This design comes from an exercise in tuning for small area and a short achievable clock period on the open sky130 flow, not from production work. Where RTL was checked, it was by simulation tests only, not by an equivalence proof against the original. The RTL of runs 1 and 2 was laid out without a check of its function. Power figures rest on the tool's default switching activity, not on a simulated workload.

<file path="flow/flow/run.sh">
#!/bin/bash
# The standard layout (the standard.sh), with changes to how it is made:
#  - ports are buffered with buf_4 instead of the delay buffer buffer_ports picks by default;
#  - CTS inserts no dummy loads and clusters more sinks per leaf buffer;
#  - timing repair aims for a setup margin, so that it sizes the few paths through the
#    adder and the ports for speed (the SDC and its clock period are the standard flow's, unchanged).
set -euo pipefail
CTS="-sink_clustering_enable -repair_clock_nets -dont_use_dummy_load"
CTS="$CTS -sink_clustering_size 28 -sink_clustering_max_diameter 50"
bash standard.sh \
  "BUFFER_PORTS_ARGS=-buffer_cell sky130_fd_sc_hd__buf_4" \
  "CTS_ARGS=$CTS" \
  "SETUP_SLACK_MARGIN=13.8" \
  finish > standard_make.log 2>&1
</file>
<file path="flow/config.mk">
export PLATFORM = sky130hd
export DESIGN_NAME = lowp2
export DESIGN_NICKNAME = lowp2
export VERILOG_FILES = /design/flow/design.v
export SDC_FILE = /design/flow/constraint.sdc
export NUM_CORES = 4
export LEC_CHECK = 0
export CAP_MARGIN = 20
export CORE_MARGIN = 2
export CORE_UTILIZATION = 62
export PLACE_DENSITY = 0.72
export SLEW_MARGIN = 20
export SYNTH_HIERARCHICAL = 1
export SYNTH_MINIMUM_KEEP_SIZE = 0
</file>
<file path="flow/standard.sh">
#!/bin/bash
# synth_recipe.tcl (not shown) runs the flow's synth.tcl, then flattens the netlist and writes it again
# the make line also repeats each setting of config.mk as NAME=value (left out here)
make -C /OpenROAD-flow-scripts/flow DESIGN_CONFIG=/design/flow/config.mk WORK_HOME=/design/flow/orfs CLKGATE_MAP_FILE= SYNTH_SCRIPT=/design/flow/synth_recipe.tcl "${@:-finish}"
</file>
<file path="flow/constraint.sdc">
create_clock -name core_clock -period 18.0 [get_ports {clock_in}]
set_input_delay 3.6000 -clock core_clock [delete_from_list [all_inputs] [get_ports {clock_in}]]
set_output_delay 3.6000 -clock core_clock [all_outputs]
set_load 0.01 [all_outputs]
</file>
<file path="flow/design.v">
module lowp2(signal_in,
             signal_out,
             time_constant,
             clock_in,
             reset,
             enable);
input                 enable;
input  signed [27:0]  signal_in;
output signed [27:0]  signal_out;
input  signed [4:0]   time_constant;
input                 clock_in;
input                 reset;
localparam N = 256;
localparam W = 36;
reg  [28*(N-1)-1:0] sr;     
reg  [27:0]     last;       
reg  [7:0]      cnt;        
reg             full;       
reg  [W-1:0]    sumn;       
reg  [27:0]     outq;       
wire            full_next = ~reset & (full | (cnt == 8'd255));
wire [W-1:0] base = ~sumn - {{(W-28){last[27]}}, last};
wire [W-1:0] nsum, nsumn;
lowp2_add #(.W(W)) add (.a({{(W-28){signal_in[27]}}, signal_in}), .b(base), .clr(reset),
                        .y(nsum), .yn(nsumn));
always @(posedge clock_in) begin
    sr   <= {sr[28*(N-2)-1:0], signal_in};
    last <= full_next ? sr[28*(N-1)-1 -: 28] : 28'd0;
end
always @(posedge clock_in) begin
    if (reset) begin
        cnt  <= 8'd0;
        full <= 1'b0;
    end else begin
        cnt  <= cnt + 8'd1;
        full <= full_next;
    end
end
always @(posedge clock_in) begin
    sumn <= nsumn;
    outq <= nsum[W-1:8];
end
assign signal_out = outq;
endmodule
module lowp2_add #(parameter W = 36) (a, b, clr, y, yn);
input  [W-1:0] a;
input  [W-1:0] b;
input          clr;
output [W-1:0] y;
output [W-1:0] yn;
localparam L = 6;                   
wire [W-1:0] gl [0:L];
wire [W-1:0] pl [0:L];
assign gl[0] = a & b & {W{~clr}};
assign pl[0] = (a ^ b) & {W{~clr}};
genvar l, i;
generate
    for (l = 0; l < L; l = l + 1) begin : lev
        for (i = 0; i < W; i = i + 1) begin : bt
            if (i >= (1 << l)) begin : mix
                assign gl[l+1][i] = gl[l][i] | (pl[l][i] & gl[l][i - (1 << l)]);
                assign pl[l+1][i] = pl[l][i] & pl[l][i - (1 << l)];
            end else begin : pass
                assign gl[l+1][i] = gl[l][i];
                assign pl[l+1][i] = pl[l][i];
            end
        end
    end
endgenerate
assign y  = pl[0] ^ {gl[L][W-2:0], 1'b0};
assign yn = ~y;
endmodule
</file>
==> qor.csv, run 1 <==
metric,value,unit
cts hold-fix bufs,0,
RSZ-0062 raised after global routing,yes,
initial core utilization,62.4,%
row count,180,
IO Count,64,
Detailed Place HPWL,88.9,mm
leakage power,0.0671,uW
initial antenna violation count,8,
minimum hold slack,239,ps
final worst path period need,5370,ps
slowest CP cell,a32o_2,
DR WL/cell,16.5,um
critical path's largest stage delay,260,ps
clk buf depth,4,
Die Height,496,um
Die ar.,246000,um^2
DRT iter0 DRCs,2341,
Post-Layout Cell Count,11700,
htree depth,5,
Area Growth Syn to Fin,10.7,%
TritonRoute pass-1 iters,4,
area of the core,241000,um^2
vias,51000,
largest net degree at the start of global routing,34,
CTS tree,built,
Crit path max-delay family,compound AO/OA/AOI/OAI gates,
Die W,496,um
Slew headroom,42.2,%
Via density,4.34,
Startpoint Class,input port,
WS Path Type,input port to flop,
Setup TNS Final,0,ps
placed cells,11300,
final wirelength,194,mm
CTS Sinks,7241,
Nets,8659,
Root Driver,clkbuf_16,
vias in the first global route,55100,
CP bufs+invs,4,
share of layout cells above drive strength 1,7.85,%
utilization after layout,69.1,%
global placement routability congestion,0.745,
endpoints failing setup,0,
Inserted Clock Buffers,406,
YS warnings,8,
status,no timing/DRC/antenna violations,
Avg Synthesized Cell Area,18.6,um^2
CP cell instances,buf_8 > ha_4 > nor2b_4 > ha_4 > or2_4 > a32o_2 > buf_4 > buf_6 > a32oi_4 > a21oi_4 > o21ai_4 > o21ai_2 > xor2_1 > buf_4 > and2_4,
CP Data Required Time,18730,ps
drt drc,0,
worst-path maximum fanout,3,
Worst-Margin Slew,857,ps
max-slew violation count,0,
DRT antenna net count,0,
Setup crit end kind,flop,
power consumption,27300,uW
final hold violation count,0,
global route total overflow,0,
CP arrival,6100,ps
Maximum Capacitance Violations,0,
min-delay worst type,flop to flop,
Clock Pin Slew Worst Setup and Hold Paths,100,ps
Synthesized Nets,8176,
Synth Cell Area,150000,um^2
PD cells,164,nW/um^2
post-synthesis cell count,8067,
maximum VDD drop,0.000114,V
GRT Overall Usage,15.9,%
Clock Latency Late Sink,950,ps
IO buf count,57,
first-pass GRT wire length,308,mm
maximum clock rate,186,MHz
Final Skew,118,ps
Final period util,29.8,%
final cells by class:
| class | count | area [um^2] |
|---|---|---|
| clock buffer | 406 | 10200 |
| inverter | 107 | 405 |
| multi-input combinational | 691 | 5720 |
| fill | 14400 | 74400 |
| tap | 3185 | 3990 |
| timing repair buffer | 103 | 1020 |
| sequential | 7241 | 145000 |
| antenna | 7 | 17.5 |
power breakdown:
part           internal, uW  total [uW]  switching (uW)
combinational           955        2310            1360
clock                  4000        8610            4610
sequential            16300       16400             108
registers in the layout, summed over array words and instances (netlist names):
name / flops
cnt: 8
full: 1
last: 28
outq: 28
sr: 7140
sumn: 36
layout by cell type, fill, tap and decap left out, types with 15 or more instances in the layout:
cell type / n
xnor2_1: 21
xor2_1: 28
a21oi_1: 67
nor2b_1: 15
dfxtp_1: 7213
inv_1: 106
o21ai_0: 31
nand3_1: 19
and2_1: 39
buf_4: 53
dfxtp_4: 21
nand2_1: 61
clkbuf_16: 407
a21o_1: 26
buf_6: 43
nor2_1: 52
ha_1: 53
through the flow:
| stage | worst slack, ps | cell area (um^2) |
|---|---|---|
| after CTS | 12530 | 166000 |
| after floorplan | 11860 | 151000 |
| after detailed placement | 11390 | 155000 |
| final | 12630 | 166000 |
| after global routing | 12630 | 166000 |
| after global placement | 11470 | 155000 |
routing by layer:
layer	GRT usage [%]	routed length (um)	share of wire [%]	vias to the layer above
met5	0	0	0	-
met3	2.62	5560	2.9	375
met2	25.1	87300	45	575
li1	-	-	-	25800
met1	22.9	95900	50	24300
met4	4.71	4860	2.5	0
final timing paths:
kind         slack, ps          from  endpoint  cells after the start
max              12630  signal_in[1]  outq[24]                     15
min                240      sr[3990]  sr[4018]                      0
max reg2reg      13150       last[0]  outq[26]                     19
min reg2reg        240      sr[3990]  sr[4018]                      0
what timing repair did:
action / 4_1_cts / 5_1_grt
buffers inserted: 25 / 17
endpoints found under the hold margin: 0 / 0
setup endpoints to repair: 87 / 87
resized for setup: 158 / 84
pin swaps: 47 / 45
cloned: 0 / 1
==> inputs of run 2 (changes only) <==
==> flow/flow/run.sh (replaced) <==
#!/bin/bash
# The standard layout (the standard.sh), with changes to how it is made:
#  - ports are buffered with buf_4 instead of the delay buffer buffer_ports picks by default;
#  - CTS inserts no dummy loads, and drives up to 20 flip-flops from each clkbuf_8 leaf;
#  - timing repair aims for a setup margin, so that it sizes the few paths through the
#    adder and the ports for speed (the SDC and its clock period are the standard flow's, unchanged);
#  - synthesis leaves full/half adders to ABC instead of mapping them to fa/ha cells
#    (registers are untouched: same names, same cells).
set -euo pipefail
CTS="-sink_clustering_enable -repair_clock_nets -dont_use_dummy_load"
CTS="$CTS -sink_clustering_size 20 -sink_clustering_max_diameter 60"
CTS="$CTS -sink_clustering_buffer sky130_fd_sc_hd__clkbuf_8"
bash standard.sh \
  "ADDER_MAP_FILE=" \
  "BUFFER_PORTS_ARGS=-buffer_cell sky130_fd_sc_hd__buf_4" \
  "CTS_ARGS=$CTS" \
  "SETUP_SLACK_MARGIN=13.8" \
  finish > standard_make.log 2>&1
==> qor.csv, run 2 <==
metric,value,unit
Largest Register,sr,
worst-path maximum fanout,4,
Setup TNS Final,0,ps
Die Height,496,um
max reg flops,7140,
final wirelength,163,mm
minimum hold slack,263,ps
Worst-Margin Slew,943,ps
placed cells,11300,
Hold Path Depth,0,
most frequent CP cell,buf_12,
DR WL/cell,13.9,um
Die ar.,246000,um^2
Slew headroom,36.7,%
DRT iter0 DRCs,2067,
final hold violation count,0,
Maximum Capacitance Violations,0,
vias in the first global route,51400,
GRT Overall Usage,13.4,%
FF/Latch Area,145000,um^2
initial antenna violation count,6,
global route total overflow,0,
power consumption,24500,uW
WS Path Type,input port to flop,
Crit path max-delay family,simple AND/OR/NAND/NOR gates,
clk buf depth,4,
CTS tree,built,
leakage power,0.0647,uW
cts hold-fix bufs,0,
maximum clock rate,193,MHz
post-synthesis cell count,8082,
share of layout cells above drive strength 1,7.92,%
critical path's largest stage delay,610,ps
Detailed Place HPWL,86.7,mm
RSZ-0062 raised after global routing,yes,
max-slew violation count,0,
PD cells,151,nW/um^2
Startpoint Class,input port,
r2r worst-path depth,19,
initial core utilization,62.4,%
final worst path period need,5170,ps
first-pass GRT wire length,267,mm
CP cell instances,buf_12 > xnor2_4 > or4_4 > a211o_4 > buf_6 > nand2_4 > a21oi_4 > o311a_4 > nor2_4 > buf_12 > xor2_4 > inv_1,
drt drc,0,
Clock Pin Slew Worst Setup and Hold Paths,110,ps
Area Growth Syn to Fin,7.96,%
Nets,8588,
Final Skew,108,ps
largest net degree at the start of global routing,81,
most frequent cells in the layout,"dfxtp_1 (7,213), clkbuf_8 (370), nor2_1 (92)",
status,no timing/DRC/antenna violations,
slowest CP cell,or4_4,
Synthesized Nets,8118,
global placement routability congestion,0.748,
row count,180,
CP bufs+invs,4,
Avg Synthesized Cell Area,18.6,um^2
area of the core,241000,um^2
Inserted Clock Buffers,419,
Setup crit end kind,flop,
number of cells on the critical path,12,
CP Data Required Time,18730,ps
TritonRoute pass-1 iters,5,
Clock Latency Late Sink,940,ps
IO buf count,57,
IO Count,64,
CTS Sinks,7241,
endpoints failing setup,0,
Final period util,28.7,%
min-delay worst type,flop to flop,
"commonest non-fill, non-tap cell in the layout",dfxtp_1,
Multi-input gate area,5740,um^2
Die W,496,um
htree depth,5,
Post-Layout Cell Count,11700,
DRT antenna net count,0,
Root Driver,clkbuf_16,
vias,50200,
Synth Cell Area,150000,um^2
biggest regs,"sr: 7140 flops, sumn: 36 flops",
YS warnings,8,
Via density,4.27,
maximum VDD drop,0.000101,V
CP arrival,5900,ps
Fillers,15100,
run 2: changes by cell type in the layout (fill, tap and decap cells not counted), moves of 14 or more:
cell,delta
clkbuf_16,-358
a31oi_1,+19
xor2_1,+19
nor2_1,+40
buf_4,-15
a21o_1,-25
nand2_1,+22
ha_1,-53
inv_1,-73
o31ai_1,+15
nor2b_1,-14
xnor2_1,+44
clkbuf_8,+370
maj3_1,+29
run 2: final cells by class:
class / instances / area share [%]
clock buffers: 419 / 3.90
well taps: 3185 / 2.46
repair buffers: 88 / 0.550
diodes: 8 / 0.0123
flip-flops and latches: 7241 / 89.5
inverters: 36 / 0.0880
multi-input cells: 766 / 3.54
run 2: path summary, 6_finish.rpt:
kind / from / end / slack, ps
max: signal_in[6] / sumn[25] / 12830
min: sr[4591] / sr[4619] / 260
max reg2reg: sumn[2] / sumn[33] / 13210
min reg2reg: sr[4591] / sr[4619] / 260
run 2: power breakdown:
| part | internal, uW | switching [uW] | total (uW) |
|---|---|---|---|
| Clock | 2360 | 4200 | 6560 |
| Combinational | 622 | 875 | 1500 |
| Sequential | 16300 | 148 | 16400 |
run 2: routing by layer:
layer / share of wire, % / routed length, um / vias up / track usage [%]
met2: 40 / 65600 / 618 / 19.0
met3: 4.0 / 6580 / 340 / 3.05
met1: 53 / 87000 / 23500 / 20.4
met5: 0 / 0 / - / 0
met4: 2.4 / 3840 / 0 / 4.54
li1: - / - / 25800 / -
run 2: metrics by stage:
| stage | worst slack (ps) | cell area [um^2] | util, % |
|---|---|---|---|
| 2_1_floorplan | 12360 | 151000 | - |
| 3_3_place_gp | 11440 | 155000 | 64.2 |
| 3_5_place_dp | 11500 | 155000 | 64.2 |
| 4_1_cts | 12820 | 162000 | 67.2 |
| 5_1_grt | 12850 | 162000 | 67.3 |
| 6_report | 12830 | 162000 | 67.4 |
run 2: timing repair:
action                     CTS  global route
pin swaps                   31            26
setup buffers               20            11
gates resized for setup    164            46
hold endpoints to repair     0             0
setup endpoints to repair   89            87
==> inputs of run 3 (changes only) <==
--- a/flow/design.v
+++ b/flow/design.v
@@ -16,13 +16,11 @@
 reg  [27:0]     last;       
 reg  [7:0]      cnt;        
 reg             full;       
-reg  [W-1:0]    sumn;       
-reg  [27:0]     outq;       
+reg  [W-1:0]    sum;        
 wire            full_next = ~reset & (full | (cnt == 8'd255));
-wire [W-1:0] base = ~sumn - {{(W-28){last[27]}}, last};
-wire [W-1:0] nsum, nsumn;
-lowp2_add #(.W(W)) add (.a({{(W-28){signal_in[27]}}, signal_in}), .b(base), .clr(reset),
-                        .y(nsum), .yn(nsumn));
+wire [W-1:0] base = sum - {{(W-28){last[27]}}, last};
+wire [W-1:0] nsum;
+lowp2_add #(.W(W)) add (.a({{(W-28){signal_in[27]}}, signal_in}), .b(base), .y(nsum));
 always @(posedge clock_in) begin
     sr   <= {sr[28*(N-2)-1:0], signal_in};
     last <= full_next ? sr[28*(N-1)-1 -: 28] : 28'd0;
@@ -31,28 +29,24 @@
     if (reset) begin
         cnt  <= 8'd0;
         full <= 1'b0;
+        sum  <= {W{1'b0}};
     end else begin
         cnt  <= cnt + 8'd1;
         full <= full_next;
+        sum  <= nsum;
     end
 end
-always @(posedge clock_in) begin
-    sumn <= nsumn;
-    outq <= nsum[W-1:8];
-end
-assign signal_out = outq;
+assign signal_out = sum[W-1:8];
 endmodule
-module lowp2_add #(parameter W = 36) (a, b, clr, y, yn);
+module lowp2_add #(parameter W = 36) (a, b, y);
 input  [W-1:0] a;
 input  [W-1:0] b;
-input          clr;
 output [W-1:0] y;
-output [W-1:0] yn;
 localparam L = 6;                   
 wire [W-1:0] gl [0:L];
 wire [W-1:0] pl [0:L];
-assign gl[0] = a & b & {W{~clr}};
-assign pl[0] = (a ^ b) & {W{~clr}};
+assign gl[0] = a & b;
+assign pl[0] = a ^ b;
 genvar l, i;
 generate
     for (l = 0; l < L; l = l + 1) begin : lev
@@ -67,6 +61,5 @@
         end
     end
 endgenerate
-assign y  = pl[0] ^ {gl[L][W-2:0], 1'b0};
-assign yn = ~y;
+assign y = pl[0] ^ {gl[L][W-2:0], 1'b0};
 endmodule
==> qor.csv, run 3 <==
metric,value,unit
"top cells by count, synth","dfxtp_1 (7,213), xnor2_1 (90), nor2_1 (57)",
Seq cells post-synth,7213,
drt drc,0,
TritonRoute pass-1 iters,5,
IO Count,64,
global placement routability congestion,0.786,
CP cell instances,buf_4,
Crit path max-delay family,flip-flops,
area share of fa/ha/maj cells after synthesis,0.314,%
Nets,8531,
row count,180,
largest family of logic cells by synthesized area,simple AND/OR/NAND/NOR gates,
initial core utilization,62.3,%
max-slew violation count,0,
GRT Overall Usage,13.2,%
Inserted Clock Buffers,419,
Maximum Capacitance Violations,0,
P_sw,5090,uW
DR WL/cell,13.7,um
Root Driver,clkbuf_16,
final hold violation count,0,
CTS Sinks,7213,
CTS tree,built,
min-delay worst type,flop to flop,
Post-Synth XOR/XNOR Area,0.814,%
Post-synth EDFFs,0,
Int Pwr,19300,uW
post-synthesis compound-gate area fraction,0.862,%
vias,49500,
Clk pwr share,26.8,%
final wirelength,160,mm
Clock Pin Slew Worst Setup and Hold Paths,100,ps
post-synth cell types,78,
Avg Synthesized Cell Area,18.7,um^2
status,no timing/DRC/antenna violations,
"commonest non-fill, non-tap cell in the layout",dfxtp_1,
final worst path period need,5150,ps
WS Path Type,flop to primary output,
CP arrival,1550,ps
cts hold-fix bufs,0,
DRT iter0 DRCs,1825,
Die Height,495,um
area of the core,240000,um^2
cell taking the most area after synthesis,dfxtp_1,
Area Growth Syn to Fin,8.31,%
htree depth,5,
worst-path maximum fanout,12,
Hold Path Depth,0,
vias in the first global route,50900,
minimum hold slack,242,ps
met2 GRT Util,19.0,%
leakage power,0.0648,uW
maximum VDD drop,0.000107,V
Die W,495,um
ys async rst share,0,%
register area share after synthesis,96.6,%
CP bufs+invs,1,
Final Skew,89.1,ps
critical path's largest stage delay,470,ps
Via density,4.24,
DRT antenna net count,0,
post-synthesis cell count,7984,
most frequent cells in the layout,"dfxtp_1 (7,179), clkbuf_8 (370), buf_4 (111)",
biggest regs,"sr: 7140 flops, sum: 36 flops, last: 28 flops",
RSZ-0062 raised after global routing,yes,
Simple-Gate Fraction of Synth Area,1.09,%
r2r worst-path depth,21,
Synth Cell Area,150000,um^2
max reg flops,7140,
"top cells by area, synth","dfxtp_1 (97%), xnor2_1 (0.53%), xor2_1 (0.29%)",
GR Util met3,2.96,%
Reg2Reg Setup Slack,12860,ps
Crit Reg-Reg Startpoint,sum[5],
IO buf count,57,
maximum clock rate,194,MHz
Die ar.,245000,um^2
reg-to-reg endpoint,sum[29],
Startpoint Class,flop,
share of layout cells above drive strength 1,9.08,%
Worst-Margin Slew,1050,ps
met1 Usage GRT,19.5,%
first-pass GRT wire length,264,mm
Slew headroom,29.8,%
Setup crit end kind,primary output,
mux contribution to synthesized area,0.00669,%
Largest Register,sr,
GRT Max-Usage Layer,met1,
CP Data Required Time,14400,ps
YS warnings,8,
most common cell in the netlist,dfxtp_1,
Final period util,28.6,%
Hold EP,sr[3042],
initial antenna violation count,11,
worst slack at placement,11760,ps
clk buf depth,4,
Synthesized Nets,8020,
slowest CP cell,dfxtp_2,
Clock Latency Late Sink,920,ps
Synth Flop Type,dfxtp_1,
PD cells,151,nW/um^2
endpoints failing setup,0,
global route total overflow,0,
Comb pwr share,6.6,%
setup ws final,12850,ps
share of the synthesized area in the top cell type,96.6,%
Setup TNS Final,0,ps
Detailed Place HPWL,82.6,mm
hold_sp,sr[3014],
number of cells on the critical path,1,
Switching Share,20.9,%
sequential share of power,66.6,%
largest net degree at the start of global routing,54,
run 3: changes by cell type in the layout (fill, tap and decap cells not counted), sizes merged, moves of 7 or more:
cell / delta
nor2: -47
dfxtp: -28
buf: +73
nor2b: +51
maj3: +15
nand2: -38
a21oi: -24
and2: -12
nand2b: +12
xor2: -10
or2: -7
o31ai: -16
o22ai: -12
run 3: area by class of cell:
class | instances | area, um^2
tap | 3185 | 3990
inverter | 30 | 113
antenna | 8 | 20.0
fill | 15300 | 78100
multi-input combinational | 670 | 5550
timing repair buffer | 161 | 1470
clock buffer | 419 | 6320
sequential | 7213 | 144000
run 3: worst max-delay path by stage:
stage / from / to / slack [ps]
floorplan: signal_in[23] / sum[29] / 12350
detailed placement: signal_in[1] / sum[32] / 11760
global route: sum[5] / sum[29] / 12630
CTS: sum[5] / sum[35] / 12710
finish: sum[30] / signal_out[22] / 12850
global placement: signal_in[1] / sum[32] / 11750
run 3: what timing repair did:
action                                  4_1_cts  5_1_grt
setup buffers                                74       30
gates cloned                                  0        0
pin swaps                                    56       55
gates resized for setup                     194       70
endpoints found under the setup margin       75       59
run 3: layer usage:
metal | share of wire (%) | wire length (um)
met1 | 52 | 83100
met2 | 41 | 65400
met3 | 3.7 | 5950
met4 | 3.5 | 5530
met5 | 0 | 0
run 3: power by group through the flow:
stage,Clock (uW),Sequential [uW],Combinational (uW)
after floorplan,0,16600,909
after global placement,0,16600,1150
after CTS,6800,16200,1450
after global routing,7350,16300,1740
final,6530,16200,1620
after detailed placement,0,16600,1150
run 3: cell families after synthesis:
kind of cell	count (synthesis)
compound gates	186
xor+xnor	139
fa+ha+maj	46
buf+inv	101
flops	7213
mux	1
simple gates	298
run 3: through the flow:
stage	total power, uW	area, um^2	util (%)	cells
2_1_floorplan	17500	150000	-	7984
3_3_place_gp	17800	154000	64.0	11200
3_5_place_dp	17800	154000	64.0	11200
4_1_cts	24500	161000	67.2	11600
5_1_grt	25400	162000	67.5	11700
6_report	24400	162000	67.5	11700
==> inputs of run 4 (changes only) <==
--- a/flow/flow/run.sh
+++ b/flow/flow/run.sh
@@ -11,7 +11,6 @@
 CTS="$CTS -sink_clustering_size 20 -sink_clustering_max_diameter 60"
 CTS="$CTS -sink_clustering_buffer sky130_fd_sc_hd__clkbuf_8"
 bash standard.sh \
-  "ADDER_MAP_FILE=" \
   "BUFFER_PORTS_ARGS=-buffer_cell sky130_fd_sc_hd__buf_4" \
   "CTS_ARGS=$CTS" \
   "SETUP_SLACK_MARGIN=13.8" \
==> qor.csv, run 4 <==
metric,value,unit
status,no timing/DRC/antenna violations,
Seq cells post-synth,7213,
maximum VDD drop,0.000139,V
Area Growth Syn to Fin,8.02,%
Detailed Place HPWL,87.6,mm
leakage power,0.0646,uW
CP arrival,1420,ps
CP bufs+invs,1,
mux contribution to synthesized area,0,%
GRT Overall Usage,13.4,%
initial antenna violation count,11,
"top cells by area, synth","dfxtp_1 (97%), ha_1 (0.59%), xnor2_1 (0.26%)",
Largest Register,sr,
TritonRoute pass-1 iters,4,
endpoints failing setup,0,
Reg2Reg Setup Slack,13240,ps
Worst-Margin Slew,730,ps
Die Height,495,um
min-delay worst type,flop to flop,
drt drc,0,
global placement routability congestion,0.748,
max-slew violation count,0,
DR WL/cell,14.0,um
Synth Flop Type,dfxtp_1,
Synthesized Nets,8059,
area share of fa/ha/maj cells after synthesis,0.622,%
Via density,4.23,
largest net degree at the start of global routing,46,
Synth Cell Area,149000,um^2
Setup crit end,signal_out[20],
final wirelength,163,mm
final worst path period need,5020,ps
area of the core,240000,um^2
Crit path max-delay family,flip-flops,
Switching Share,22.4,%
Startpoint Class,flop,
maximum clock rate,199,MHz
first-pass GRT wire length,263,mm
Post-Synth XOR/XNOR Area,0.422,%
Setup TNS Final,0,ps
r2r worst-path depth,19,
final hold violation count,0,
Worst Setup SP,sum[28],
Final Skew,121,ps
Crit Reg-Reg Startpoint,sum[0],
global route total overflow,0,
"top cells by count, synth","dfxtp_1 (7,213), a21oi_1 (78), ha_1 (71)",
critical path's largest stage delay,410,ps
post-synth cell types,70,
Root Driver,clkbuf_16,
htree depth,5,
register area share after synthesis,96.7,%
Die ar.,245000,um^2
most frequent cells in the layout,"dfxtp_1 (7,185), clkbuf_8 (372), a21oi_1 (57)",
PD cells,157,nW/um^2
P_sw,5690,uW
most common cell in the netlist,dfxtp_1,
CP Data Required Time,14400,ps
share of the synthesized area in the top cell type,96.7,%
cell taking the most area after synthesis,dfxtp_1,
FF/Latch Area,144000,um^2
Avg Synthesized Cell Area,18.8,um^2
number of cells on the critical path,1,
RSZ-0062 raised after global routing,yes,
max reg flops,7140,
Clock Latency Late Sink,910,ps
Slew headroom,50.7,%
YS warnings,8,
post-synthesis compound-gate area fraction,0.985,%
Final period util,27.9,%
DRT iter0 DRCs,2011,
Clock Pin Slew Worst Setup and Hold Paths,110,ps
Clk pwr share,25.8,%
Setup crit end kind,primary output,
Inserted Clock Buffers,421,
share of layout cells above drive strength 1,8.20,%
Maximum Capacitance Violations,0,
clk buf depth,4,
biggest regs,"sr: 7140 flops, sum: 36 flops, last: 28 flops",
Simple-Gate Fraction of Synth Area,0.903,%
CTS tree,built,
largest family of logic cells by synthesized area,compound AO/OA/AOI/OAI gates,
"commonest non-fill, non-tap cell in the layout",dfxtp_1,
Die W,495,um
vias in the first global route,50500,
sequential share of power,64.0,%
DRT antenna net count,0,
Comb pwr share,10.2,%
Post-synth EDFFs,0,
CP cell instances,buf_6,
row count,180,
vias,49100,
Int Pwr,19700,uW
worst-path maximum fanout,2,
reg-to-reg endpoint,sum[35],
Nets,8521,
initial core utilization,62.2,%
IO buf count,57,
CTS Sinks,7213,
minimum hold slack,239,ps
WS Path Type,flop to primary output,
slowest CP cell,dfxtp_4,
Fillers,15500,
post-synthesis cell count,7950,
IO Count,64,
ys async rst share,0,%
Multi-input gate area,5270,um^2
cts hold-fix bufs,0,
-- run 4: cell types whose count changed in the layout (fill, tap and decap cells not counted), sizes merged, moves of 12 or more --
cell	previous run	this run
xnor2	90	45
nor2b	52	40
buf	161	102
a21oi	42	81
nor2	58	46
inv	30	52
maj3	46	0
ha	0	71
xor2	49	27
nand4	1	19
-- run 4: cell families (layout without fill, tap and decap cells) --
family | Yosys count | after routing
buffers and inverters | 115 | 575
AND/OR/NAND/NOR | 254 | 254
flip-flops | 7213 | 7213
AO/OA/AOI/OAI | 223 | 223
other | 0 | 3
XOR/XNOR | 72 | 72
adder cells (fa/ha/maj) | 73 | 73
-- run 4: power groups by stage --
| stage | Clock (uW) | Combinational (uW) | Sequential, uW |
|---|---|---|---|
| final | 6540 | 2600 | 16200 |
| after global routing | 7350 | 2830 | 16300 |
| after CTS | 6800 | 2460 | 16200 |
| after detailed placement | 0 | 2040 | 16600 |
| after global placement | 0 | 2070 | 16600 |
| after floorplan | 0 | 1430 | 16600 |
-- run 4: final cells by class --
class | count | share of cell area [%]
flip-flops and latches | 7213 | 89.6
inverters | 52 | 0.121
diodes | 3 | 0.00465
repair buffers | 102 | 0.645
well taps | 3185 | 2.47
multi-input cells | 622 | 3.27
clock buffers | 421 | 3.93
-- run 4: routing by layer --
metal,GRT usage (%),routed length [um],vias to the layer above
li1,-,-,25200
met1,20.3,85800,22900
met2,18.9,65900,564
met3,2.60,5430,386
met4,5.29,5600,0
met5,0,0,-
-- run 4: metrics by stage --
step / utilization (%) / instance area (um^2) / setup slack [ps] / power [uW] / cells
after CTS: 67.1 / 161000 / 12860 / 25500 / 11600
after detailed placement: 64.0 / 154000 / 11860 / 18600 / 11100
final: 67.2 / 161000 / 12980 / 25400 / 11600
after global routing: 67.2 / 161000 / 12870 / 26400 / 11600
after floorplan: - / 150000 / 12630 / 18000 / 7950
after global placement: 64.0 / 154000 / 11840 / 18700 / 11100
-- run 4: what timing repair did --
item,in CTS,in global routing
endpoints found under the setup margin,74,58
pin swaps,34,36
cloned,0,0
setup buffers,31,14
resized for setup,191,41
-- run 4: worst min-delay path by stage --
stage              from  endpoint  slack [ps]  cells after the start
5_1_grt        sr[7110]  sr[7138]         230                      0
2_1_floorplan   sr[972]  sr[1000]         310                      0
6_report       sr[1083]  sr[1111]         240                      0
4_1_cts        sr[1083]  sr[1111]         240                      0
3_3_place_gp   sr[2035]  sr[2063]         310                      0
3_5_place_dp   sr[1023]  sr[1051]         310                      0
==> inputs of run 5 (changes only) <==
--- a/flow/flow/run.sh
+++ b/flow/flow/run.sh
@@ -8,7 +8,7 @@
 #    (registers are untouched: same names, same cells).
 set -euo pipefail
 CTS="-sink_clustering_enable -repair_clock_nets -dont_use_dummy_load"
-CTS="$CTS -sink_clustering_size 20 -sink_clustering_max_diameter 60"
+CTS="$CTS -sink_clustering_size 20 -sink_clustering_max_diameter 60 -distance_between_buffers 400"
 CTS="$CTS -sink_clustering_buffer sky130_fd_sc_hd__clkbuf_8"
 bash standard.sh \
   "BUFFER_PORTS_ARGS=-buffer_cell sky130_fd_sc_hd__buf_4" \
==> qor.csv, run 5 <==
metric,value,unit
DRT antenna net count,0,
Crit path max-delay family,flip-flops,
Die Height,495,um
initial core utilization,62.2,%
IO Count,64,
Slew headroom,56.8,%
minimum hold slack,238,ps
initial antenna violation count,6,
global placement routability congestion,0.748,
Largest Register,sr,
GRT Overall Usage,13.3,%
share of the synthesized area in the top cell type,96.7,%
drt drc,0,
vias in the first global route,50100,
CP bufs+invs,1,
Die ar.,245000,um^2
final wirelength,160,mm
Clock Pin Slew Worst Setup and Hold Paths,110,ps
"top cells by area, synth","dfxtp_1 (97%), ha_1 (0.59%), xnor2_1 (0.26%)",
ys async rst share,0,%
Setup crit end kind,primary output,
max-slew violation count,0,
Worst-Margin Slew,647,ps
leakage power,0.0644,uW
Startpoint Class,flop,
Post-synth EDFFs,0,
clk buf depth,3,
Detailed Place HPWL,87.6,mm
area of the core,240000,um^2
WS Path Type,flop to primary output,
Die W,495,um
"commonest non-fill, non-tap cell in the layout",dfxtp_1,
row count,180,
DR WL/cell,13.8,um
status,no timing/DRC/antenna violations,
Synth Cell Area,149000,um^2
global route total overflow,0,
Nets,8512,
register area share after synthesis,96.7,%
Area Growth Syn to Fin,7.87,%
min-delay worst type,flop to flop,
maximum VDD drop,0.000107,V
most common cell in the netlist,dfxtp_1,
slowest CP cell,dfxtp_4,
final worst path period need,5110,ps
most frequent cells in the layout,"dfxtp_1 (7,185), clkbuf_8 (372), buf_4 (60)",
Avg Synthesized Cell Area,18.8,um^2
Seq cells post-synth,7213,
RSZ-0062 raised after global routing,yes,
Inserted Clock Buffers,405,
critical path's largest stage delay,410,ps
htree depth,5,
Root Driver,clkbuf_16,
"top cells by count, synth","dfxtp_1 (7,213), a21oi_1 (78), ha_1 (71)",
endpoints failing setup,0,
largest net degree at the start of global routing,46,
cell taking the most area after synthesis,dfxtp_1,
DRT iter0 DRCs,1993,
final hold violation count,0,
Final period util,28.4,%
cts hold-fix bufs,0,
CP cell instances,buf_6,
YS warnings,8,
IO buf count,57,
Via density,4.22,
CTS tree,built,
CP Data Required Time,14400,ps
max reg flops,7140,
PD cells,157,nW/um^2
Synth Flop Type,dfxtp_1,
Synthesized Nets,8059,
share of layout cells above drive strength 1,8.28,%
Setup TNS Final,0,ps
CTS Sinks,7213,
CP arrival,1510,ps
placed inst area,154000,um^2
vias,48900,
biggest regs,"sr: 7140 flops, sum: 36 flops, last: 28 flops",
TritonRoute pass-1 iters,4,
Maximum Capacitance Violations,0,
post-synth cell types,70,
worst-path maximum fanout,2,
post-synthesis cell count,7950,
Clock Latency Late Sink,1000,ps
Final Skew,123,ps
maximum clock rate,196,MHz
first-pass GRT wire length,260,mm
final instance area,161000,um^2
run 5: cell counts after synthesis:
No cell type changed its count.
run 5: cell families (layout without fill, tap and decap cells):
logic type / count (synthesis) / count (layout) / share of synthesized area [%]
AO/OA/AOI/OAI: 223 / 223 / 0.985
buffers and inverters: 115 / 566 / 0.374
AND/OR/NAND/NOR: 254 / 254 / 0.903
flip-flops: 7213 / 7213 / 96.7
other: 0 / 6 / 0
XOR/XNOR: 72 / 72 / 0.422
adder cells (fa/ha/maj): 73 / 73 / 0.622
run 5: per-layer routing:
metal	global-route usage (%)	vias up	wire length (um)
met5	0	-	0
met4	5.53	0	5310
met3	3.02	358	5460
met2	18.5	542	63900
met1	20.2	22900	85300
li1	-	25200	-
run 5: power breakdown:
group | internal, uW | total, uW | leakage, uW | switching (uW)
logic | 1230 | 2710 | 0.00272 | 1480
clock network | 2200 | 6320 | 0.00308 | 4130
registers | 16200 | 16200 | 0.0586 | 74.6
total | 19600 | 25300 | 0.0644 | 5680
run 5: final cells by class:
type / count / area, um^2
tap: 3185 / 3990
fill: 15600 / 79000
antenna: 6 / 15.0
clock buffer: 405 / 5950
sequential: 7213 / 144000
inverter: 52 / 195
multi-input combinational: 622 / 5440
timing repair buffer: 109 / 1040
run 5: per-stage QoR:
step | total power [uW] | worst slack (ps) | cells | util (%)
floorplan | 18000 | 12630 | 7950 | -
global placement | 18700 | 11840 | 11100 | 64.0
detailed placement | 18600 | 11860 | 11100 | 64.0
CTS | 25400 | 12720 | 11600 | 67.0
global route | 26400 | 12750 | 11600 | 67.1
finish | 25300 | 12890 | 11600 | 67.1
run 5: repair_timing:
item                       CTS  global route
setup endpoints to repair   53            56
pin swaps                   52            26
gates resized for setup    200            45
setup buffers               35            17
run 5: path summary, 6_finish.rpt:
| check | from | slack [ps] | cells past startpoint | to |
|---|---|---|---|---|
| min | sr[1083] | 240 | 0 | sr[1111] |
| max reg2reg | sum[0] | 13480 | 20 | sum[31] |
| max | sum[28] | 12890 | 1 | signal_out[20] |
| min reg2reg | sr[1083] | 240 | 0 | sr[1111] |

## re-timing with driven ports
How much do the figures lean on ideal ports? The routed layouts below were timed once more, with nothing changed but the port constraints.
Step 1 (the two cells are an assumption about what drives the block):
set clk [get_ports {clock_in}]
set_driving_cell -lib_cell sky130_fd_sc_hd__clkbuf_16 $clk
set_driving_cell -lib_cell sky130_fd_sc_hd__buf_2 [delete_from_list [all_inputs] $clk]
Step 2 times the ports against the registers' clock, not the clock port: input delays grow and output delays shrink by t, the midpoint of the rising clock arrivals with the driver on.
Slacks: ideal ports / drivers / drivers and shift; pairs: ideal ports / drivers.
| run | t, ns | setup WS [ns] | worst register clock-pin slew, ns |
|---|---|---|---|
| run 1 | 1.004 | 12.631 / 12.681 / 11.677 | 0.12 / 0.12 |
| run 2 | 0.992 | 12.829 / 12.851 / 11.878 | 0.11 / 0.11 |
| run 3 | 0.982 | 12.850 / 12.758 / 11.991 | 0.12 / 0.12 |
| run 4 | 0.941 | 12.976 / 12.888 / 12.075 | 0.12 / 0.12 |
| run 5 | 1.030 | 12.885 / 12.795 / 12.115 | 0.11 / 0.11 |
After both steps every run listed still meets setup and hold. For run 1, which loses most, drivers alone change the setup slack by +0.050 ns; drivers and shift together by -0.954 ns.
